Background: an optimization exercise with open tools, aiming at small area. Do not read the settings as production practice. The RTL was checked by simulation tests, not by an equivalence proof against the original design. The clock input has no modelled driver; a real chip could not lean on it and would need a root buffer or a full tree.

==> pepper: inputs <==
==> flow/design.v <==
module game_logic_top(
    input clk,
    input resetn,
    input KEY,
    output sync,
    output w_o,
    output bypass_erase,
    output [7:0] prev_x,
    output [7:0] x,
    output [6:0] y,
    output [3:0] score,
    output [3:0] chances,
    output [1:0] game_status
    );
    localparam PREP  = 3'd0,
               ROW   = 3'd1,
               ROWX  = 3'd3,
               HOLD  = 3'd5,
               JUDGE = 3'd4,
               FAIL  = 3'd2,
               SUCC  = 3'd6,
               DONE  = 3'd7;
    localparam [7:0] FR_START = 8'd9,
                     FR_END   = 8'd10;
    reg [2:0] st;
    reg [7:0] xr;
    reg       dir;
    reg       ov;
    reg [7:0] frq;                          
    wire [7:0] fr = frq ^ 8'b10101010;
    reg [7:0] px;
    reg [3:0] ch;
    reg [3:0] sc;
    wire first   = ch[3] & ch[1];           
    wire tick    = (fr == FR_END);
    wire s_prep  = (st == PREP);
    wire s_fail  = (st == FAIL);
    wire s_succ  = (st == SUCC);
    wire moving  = (st == ROW) | (st == ROWX) | (st == HOLD);
    wire ld_odd  = sc[0] & ~sc[3] & ~(sc[2] & sc[1]);
    wire [3:0] yr = s_prep ? sc - 4'd1 : sc;
    wire [2:0] yk = (yr > 4'd6) ? 3'd6 : 3'd6 - yr[2:0];
    wire at1     = (xr == 8'd1);
    wire at143   = xr[7] & xr[3] & xr[2] & xr[1] & xr[0];
    wire [8:0] cc;
    wire [7:0] zz;
    wire [7:0] pn = ~px;
    assign cc[0] = 1'b1;
    genvar gi;
    generate
        for (gi = 0; gi < 8; gi = gi + 1) begin : gsub
            assign zz[gi]     = xr[gi] ^ pn[gi] ^ cc[gi];
            assign cc[gi + 1] = (xr[gi] & pn[gi]) | ((xr[gi] ^ pn[gi]) & cc[gi]);
        end
    endgenerate
    wire near = (cc[8] & ~|zz[7:4] & (zz[3:0] <= 4'd10)) |
                (~cc[8] & &zz[7:4] & (zz[3:0] >= 4'd6));
    always @(posedge clk) begin
        if (!resetn) begin
            st  <= PREP;
            xr  <= 8'd0;
            ov  <= 1'b0;
            frq <= FR_START ^ 8'b10101010;
            px  <= 8'd0;
            ch  <= 4'd10;
            sc  <= 4'd0;
        end else begin
            ov <= near;
            frq <= ((s_prep | tick) ? FR_START : {fr[6:0], fr[7] ^ fr[2]}) ^ 8'b10101010;
            case (st)
                PREP:  st <= ROW;
                ROW:   st <= (ch == 4'd0) ? DONE : (KEY ? ROW : HOLD);
                ROWX:  st <= KEY ? ROW : HOLD;
                HOLD:  st <= KEY ? (first ? SUCC : JUDGE) : HOLD;
                JUDGE: st <= ov ? SUCC : FAIL;
                FAIL:  st <= (ch == 4'd1) ? ROWX : ROW;
                SUCC:  st <= PREP;
                default: st <= DONE;
            endcase
            if ((s_prep | s_fail) & ~tick) begin
                xr  <= {ld_odd, 2'b00, ld_odd, 4'b0000};
                dir <= ~ld_odd;
            end else if (moving & tick) begin
                xr  <= dir ? xr + 8'd1 : xr - 8'd1;
                dir <= dir ? ~at143 : at1;
            end
            if (s_succ) begin
                px <= xr;
                sc <= sc + 4'd1;
            end
            if ((s_succ | s_fail) & (ch != 4'd0))
                ch <= ch - 4'd1;
        end
    end
    assign sync         = tick;
    assign w_o          = ov;
    assign bypass_erase = s_succ;
    assign prev_x       = px;
    assign x            = xr;
    assign y            = {yk, 4'b1000};
    assign score        = sc;
    assign chances      = ch;
    assign game_status  = ((st == JUDGE) | (st == DONE)) ? 2'b10 : 2'b01;
endmodule
==> flow/flow/run.sh <==
#!/bin/bash
# Standard layout, with these changes:
#  - synthesis maps the logic with area-oriented ABC scripts (the smallest
#    result is kept), no full/half-adder extraction and no Kogge-Stone carry
#    lookahead; registers are mapped exactly as in the standard synthesis;
#  - the port buffers are the smallest buffer cell;
#  - the clock tree is one level of four clkbuf_4 buffers driven by the
#    clock port (cts_hook.tcl), in place of TritonCTS's two-level tree.
set -o pipefail
here=$(pwd)
export AREA_ABC_SCRIPTS="$(ls $here/flow/abc*.script | tr "\n" " ")"
export CLOCK_BUF_CELL=sky130_fd_sc_hd__clkbuf_4
export CLOCK_GROUPS=4
bash standard.sh \
  "PRE_CTS_TCL=$here/flow/cts_hook.tcl" \
  "SYNTH_SCRIPT=$here/flow/synth.tcl" \
  "ADDER_MAP_FILE=" \
  "SYNTH_OPERATIONS_ARGS=-noshare" \
  "BUFFER_PORTS_ARGS=-buffer_cell sky130_fd_sc_hd__buf_1" \
  finish > standard.log 2>&1
==> flow/flow/abc01.script <==
strash
&get -n
&deepsyn -J 1000 -S 1
&put
dch -f
amap
==> flow/flow/abc02.script <==
strash
&get -n
&deepsyn -I 20 -J 50 -S 1
&put
dch -f
amap
==> flow/flow/abc03.script <==
strash
&get -n
&deepsyn -J 1000 -S 2
&put
dch -f
amap
==> flow/flow/abc04.script <==
strash
&get -n
&deepsyn -J 300 -S 3
&put
dch -f
amap
==> flow/flow/abc05.script <==
strash
&get -n
&deepsyn -J 300 -S 1
&put
dch -f
amap
==> flow/flow/abc06.script <==
strash
&get -n
&deepsyn -J 1000 -S 3
&put
dch -f
amap
==> flow/flow/abc07.script <==
strash
&get -n
&deepsyn -J 500 -S 4
&put
dch -f
amap
==> flow/flow/abc08.script <==
strash
&get -n
&deepsyn -I 10 -J 100 -S 2
&put
dch -f
amap
==> flow/flow/abc09.script <==
strash
&get -n
&deepsyn -J 1000 -S 5
&put
dch -f
amap
==> flow/flow/abc10.script <==
strash
&get -n
&deepsyn -J 1000 -S 6
&put
dch -f
amap
==> flow/flow/abc11.script <==
strash
&get -n
&deepsyn -J 500 -S 7
&put
dch -f
amap
==> flow/flow/abc12.script <==
strash
&get -n
&deepsyn -J 500 -S 8
&put
dch -f
amap
==> flow/flow/abc13.script <==
strash
&get -n
&deepsyn -I 10 -J 100 -S 3
&put
dch -f
amap
==> flow/flow/abc14.script <==
strash
&get -n
&deepsyn -I 20 -J 50 -S 4
&put
dch -f
amap
==> flow/flow/abc15.script <==
strash
&get -n
&deepsyn -J 2000 -S 9
&put
dch -f
amap
==> flow/flow/abc16.script <==
strash
&get -n
&deepsyn -J 300 -S 10
&put
dch -f
amap
==> flow/flow/cts_hook.tcl <==
# Sourced before clock tree synthesis (PRE_CTS_TCL). Replaces TritonCTS with a
# one-level clock tree: the register clock pins are split by position into
# CLOCK_GROUPS groups and each group gets one CLOCK_BUF_CELL buffer, placed at
# its centre and driven by the clock port (so the port drives CLOCK_GROUPS
# pins). Every register sees the same kind of path: port -> buffer -> CLK.
rename clock_tree_synthesis tritoncts_clock_tree_synthesis
proc clock_tree_synthesis { args } {
  set cell $::env(CLOCK_BUF_CELL)
  set ngroups $::env(CLOCK_GROUPS)
  set block [ord::get_db_block]
  set net [$block findNet clk]
  set pins {}
  foreach it [$net getITerms] {
    set inst [$it getInst]
    set box [$inst getBBox]
    lappend pins [list [expr { ([$box xMin] + [$box xMax]) / 2 }] \
                       [expr { ([$box yMin] + [$box yMax]) / 2 }] \
                       [$inst getName]/[[$it getMTerm] getName]]
  }
  set xs [lmap p $pins { lindex $p 0 }]
  set ys [lmap p $pins { lindex $p 1 }]
  set w [expr { [tcl::mathfunc::max {*}$xs] - [tcl::mathfunc::min {*}$xs] }]
  set h [expr { [tcl::mathfunc::max {*}$ys] - [tcl::mathfunc::min {*}$ys] }]
  set key [expr { $w >= $h ? 0 : 1 }]
  set pins [lsort -integer -index $key $pins]
  set n [llength $pins]
  set dbu [$block getDbUnitsPerMicron]
  set leaves {}
  for { set g 0 } { $g < $ngroups } { incr g } {
    set grp [lrange $pins [expr { $g * $n / $ngroups }] [expr { ($g + 1) * $n / $ngroups - 1 }]]
    set sx 0
    set sy 0
    foreach p $grp {
      set sx [expr { $sx + [lindex $p 0] }]
      set sy [expr { $sy + [lindex $p 1] }]
    }
    set cx [expr { double($sx) / [llength $grp] / $dbu }]
    set cy [expr { double($sy) / [llength $grp] / $dbu }]
    set loads [lmap p $grp { get_pins [lindex $p 2] }]
    insert_buffer -buffer_cell $cell -net clk -load_pins $loads \
      -location [list $cx $cy] -buffer_name clkbuf_leaf_$g -net_name clk_leaf_$g
    # insert_buffer may add a suffix to the names; find the new net from a load
    set first [lindex $grp 0 2]
    set slash [string last / $first]
    set load_inst [$block findInst [string range $first 0 [expr { $slash - 1 }]]]
    set leaf [[$load_inst findITerm [string range $first [expr { $slash + 1 }] end]] getNet]
    $leaf setSigType CLOCK
    lappend leaves $leaf
  }
  $net setSigType CLOCK
  # connect the new buffers' power and ground pins to the supply nets
  # and keep the later repair steps from changing the tree
  set vdd [$block findNet VDD]
  set vss [$block findNet VSS]
  foreach leaf $leaves {
    foreach it [$leaf getITerms] {
      if { ![$it isOutputSignal] } { continue }
      set inst [$it getInst]
      foreach pin [$inst getITerms] {
        set type [[$pin getMTerm] getSigType]
        if { $type eq "POWER" } { $pin connect $vdd }
        if { $type eq "GROUND" } { $pin connect $vss }
      }
      $inst setDoNotTouch 1
    }
    $leaf setDoNotTouch 1
  }
  puts "Clock tree: $ngroups $cell buffers driven by the clock port"
}
==> flow/flow/synth.tcl <==
# The standard flow's synthesis script (synth_recipe.tcl), except for the ABC step: the
# logic is mapped with each of the area-oriented ABC scripts listed in
# AREA_ABC_SCRIPTS (all deterministic), run side by side in separate Yosys
# processes on a copy of the design, and the smallest result is kept.
# Registers are mapped before ABC runs, exactly as in the standard synthesis.
proc synth {args} { yosys synth -nofsm -noshare {*}$args }
proc abc {args} {
  set i [lsearch -exact $args -script]
  set lib [lindex $args [expr { [lsearch -exact $args -liberty] + 1 }]]
  set top $::env(DESIGN_NAME)
  set dir $::env(OBJECTS_DIR)/abc_tries
  file mkdir $dir
  yosys write_rtlil $dir/pre.il
  set k 0
  foreach script $::env(AREA_ABC_SCRIPTS) {
    set a $args
    lset a [expr { $i + 1 }] $script
    set f [open $dir/try_$k.ys w]
    puts $f "read_rtlil $dir/pre.il"
    puts $f "abc [join $a]"
    puts $f "tee -q -o $dir/area_$k.txt stat -liberty $lib"
    puts $f "select $top"
    puts $f "write_rtlil -selected $dir/res_$k.il"
    close $f
    incr k
  }
  set yosys_exe yosys
  if { [info exists ::env(YOSYS_EXE)] } { set yosys_exe $::env(YOSYS_EXE) }
  exec bash -c "for t in $dir/try_*.ys; do $yosys_exe -q -s \$t > \$t.log 2>&1 & done; wait"
  set best -1
  set best_area 0
  for { set j 0 } { $j < $k } { incr j } {
    if { ![file exists $dir/res_$j.il] } { puts "ABC try $j failed"; continue }
    set f [open $dir/area_$j.txt r]
    set st [read $f]
    close $f
    if { ![regexp {Chip area for module[^:]*:\s*([0-9.]+)} $st -> area] } { continue }
    puts "ABC try $j ([lindex $::env(AREA_ABC_SCRIPTS) $j]): area $area"
    if { $best < 0 || $area < $best_area } {
      set best $j
      set best_area $area
    }
  }
  if { $best < 0 } { error "no ABC try succeeded" }
  puts "Keeping ABC try $best (area $best_area)"
  yosys delete $top
  yosys read_rtlil $dir/res_$best.il
  yosys hierarchy -top $top
}
source $::env(SCRIPTS_DIR)/synth.tcl
# left out here: clear keep_hierarchy, flatten, clean up, hide names made inside functions, write 1_2_yosys.v
==> flow/standard.sh <==
#!/bin/bash
# synth_recipe.tcl (not shown) runs the flow's synth.tcl, then flattens the netlist and writes it again
# the make line also repeats each setting of config.mk as NAME=value (left out here)
make -C /OpenROAD-flow-scripts/flow DESIGN_CONFIG=/design/flow/config.mk WORK_HOME=/design/flow/orfs CLKGATE_MAP_FILE= SYNTH_SCRIPT=/design/flow/synth_recipe.tcl "${@:-finish}"
==> flow/config.mk <==
export PLATFORM = sky130hd
export DESIGN_NAME = game_logic_top
export DESIGN_NICKNAME = game_logic_top
export VERILOG_FILES = /design/flow/design.v
export SDC_FILE = /design/flow/constraint.sdc
export NUM_CORES = 4
export LEC_CHECK = 0
export ABC_AREA = 1
export CAP_MARGIN = 20
export CORE_AREA = 2 2 60 60
export DIE_AREA = 0 0 62 62
export SLEW_MARGIN = 20
==> flow/constraint.sdc <==
create_clock -name core_clock -period 10.0 [get_ports {clk}]
set_input_delay 2.0000 -clock core_clock [delete_from_list [all_inputs] [get_ports {clk}]]
set_output_delay 2.0000 -clock core_clock [all_outputs]
set_load 0.01 [all_outputs]
==> delta: changes against pepper <==
--- a/flow/design.v
+++ b/flow/design.v
@@ -26,8 +26,7 @@
     reg [7:0] xr;
     reg       dir;
     reg       ov;
-    reg [7:0] frq;                          
-    wire [7:0] fr = frq ^ 8'b10101010;
+    reg [7:0] fr;
     reg [7:0] px;
     reg [3:0] ch;
     reg [3:0] sc;
@@ -60,13 +59,13 @@
             st  <= PREP;
             xr  <= 8'd0;
             ov  <= 1'b0;
-            frq <= FR_START ^ 8'b10101010;
+            fr  <= FR_START;
             px  <= 8'd0;
             ch  <= 4'd10;
             sc  <= 4'd0;
         end else begin
             ov <= near;
-            frq <= ((s_prep | tick) ? FR_START : {fr[6:0], fr[7] ^ fr[2]}) ^ 8'b10101010;
+            fr <= (s_prep | tick) ? FR_START : {fr[6:0], fr[7] ^ fr[2]};
             case (st)
                 PREP:  st <= ROW;
                 ROW:   st <= (ch == 4'd0) ? DONE : (KEY ? ROW : HOLD);
==> flow/flow/abc1.script (new file) <==
strash
&get -n
&deepsyn -J 1000 -S 1
&put
dch -f
amap
==> flow/flow/abc2.script (new file) <==
strash
&get -n
&deepsyn -I 20 -J 50 -S 1
&put
dch -f
amap
==> flow/flow/abc3.script (new file) <==
strash
&get -n
&deepsyn -J 1000 -S 2
&put
dch -f
amap
==> flow/flow/abc4.script (new file) <==
strash
&get -n
&deepsyn -J 300 -S 3
&put
dch -f
amap
==> flow/flow/abc5.script (new file) <==
strash
&get -n
&deepsyn -J 300 -S 1
&put
dch -f
amap
==> flow/flow/abc6.script (new file) <==
strash
&get -n
&deepsyn -J 1000 -S 3
&put
dch -f
amap
==> flow/flow/abc7.script (new file) <==
strash
&get -n
&deepsyn -J 500 -S 4
&put
dch -f
amap
==> flow/flow/abc8.script (new file) <==
strash
&get -n
&deepsyn -I 10 -J 100 -S 2
&put
dch -f
amap
--- a/flow/flow/cts_hook.tcl
+++ b/flow/flow/cts_hook.tcl
@@ -25,7 +25,6 @@
   set pins [lsort -integer -index $key $pins]
   set n [llength $pins]
   set dbu [$block getDbUnitsPerMicron]
-  set leaves {}
   for { set g 0 } { $g < $ngroups } { incr g } {
     set grp [lrange $pins [expr { $g * $n / $ngroups }] [expr { ($g + 1) * $n / $ngroups - 1 }]]
     set sx 0
@@ -39,31 +38,11 @@
     set loads [lmap p $grp { get_pins [lindex $p 2] }]
     insert_buffer -buffer_cell $cell -net clk -load_pins $loads \
       -location [list $cx $cy] -buffer_name clkbuf_leaf_$g -net_name clk_leaf_$g
-    # insert_buffer may add a suffix to the names; find the new net from a load
-    set first [lindex $grp 0 2]
-    set slash [string last / $first]
-    set load_inst [$block findInst [string range $first 0 [expr { $slash - 1 }]]]
-    set leaf [[$load_inst findITerm [string range $first [expr { $slash + 1 }] end]] getNet]
+    set leaf [$block findNet clk_leaf_$g]
     $leaf setSigType CLOCK
-    lappend leaves $leaf
+    [$block findInst clkbuf_leaf_$g] setDoNotTouch 1
+    $leaf setDoNotTouch 1
   }
   $net setSigType CLOCK
-  # connect the new buffers' power and ground pins to the supply nets
-  # and keep the later repair steps from changing the tree
-  set vdd [$block findNet VDD]
-  set vss [$block findNet VSS]
-  foreach leaf $leaves {
-    foreach it [$leaf getITerms] {
-      if { ![$it isOutputSignal] } { continue }
-      set inst [$it getInst]
-      foreach pin [$inst getITerms] {
-        set type [[$pin getMTerm] getSigType]
-        if { $type eq "POWER" } { $pin connect $vdd }
-        if { $type eq "GROUND" } { $pin connect $vss }
-      }
-      $inst setDoNotTouch 1
-    }
-    $leaf setDoNotTouch 1
-  }
   puts "Clock tree: $ngroups $cell buffers driven by the clock port"
 }
removed: flow/flow/abc01.script
removed: flow/flow/abc02.script
removed: flow/flow/abc03.script
removed: flow/flow/abc04.script
removed: flow/flow/abc05.script
removed: flow/flow/abc06.script
removed: flow/flow/abc07.script
removed: flow/flow/abc08.script
removed: flow/flow/abc09.script
removed: flow/flow/abc10.script
removed: flow/flow/abc11.script
removed: flow/flow/abc12.script
removed: flow/flow/abc13.script
removed: flow/flow/abc14.script
removed: flow/flow/abc15.script
removed: flow/flow/abc16.script
==> comparison table <==
item                                                                                      delta         pepper
Post-synthesis simple-gate area fraction                                                 22.83%         20.66%
Sequential cell area fraction in the yosys report                                        43.35%         44.28%
Placed instance count                                                                       312            305
DP Area                                                                           0.001902 mm^2  0.001858 mm^2
Minimum setup slack after placement                                                     6394 ps        6401 ps
Count of mapped cells out of synthesis                                                      233            227
Weighted congestion reported at the end of routability-driven placement                  0.7804         0.7541
Xor/xnor share of the synthesized area                                                       0%             0%
Number of distinct library cells after synthesis                                             31             31
Starting density of the core                                                             52.72%         51.62%
Avg Inst Size Synth                                                                  7.432 um^2     7.469 um^2
Top-area cell type share of the netlist area                                             41.62%         42.51%
Complex-gate fraction of the synthesized area                                            23.41%         25.76%
Post-Synthesis Cell Area                                                          0.001732 mm^2  0.001695 mm^2
Run status                                                               stopped before the end  timing/DRC/antenna clean
Stage where the flow stopped                                                            4_1_cts              -
DP HPWL                                                                                 2848 um        2792 um
In pepper the design's own scripts or RTL, not TritonCTS, make the clock network.

## static timing again, ports no longer ideal
The flow's constraints put no driver on any port. The routed layout listed below was extracted and timed again, unchanged, in two steps.
Step 1 sets driving cells, clkbuf_16 on the clock port and buf_2 on the other inputs (assumed; they add their load-dependent delay and slew).
Step 2, shift: input delay + t, output delay - t, t = (earliest + latest rising clock arrival at the registers) / 2. This alone moves slack from input paths to output paths.
a / b / c = no drivers / after step 1 / after step 2; a / b = the first two.
run: pepper
t (ns): 0.193
setup slack, ns: 6.217 / 6.180 / 6.373
hold slack, ns: 0.377 / 0.377 / 0.377
After both steps setup and hold are still met in pepper. The setup slack of pepper moves by -0.037 ns with the drivers and by +0.156 ns with both steps.
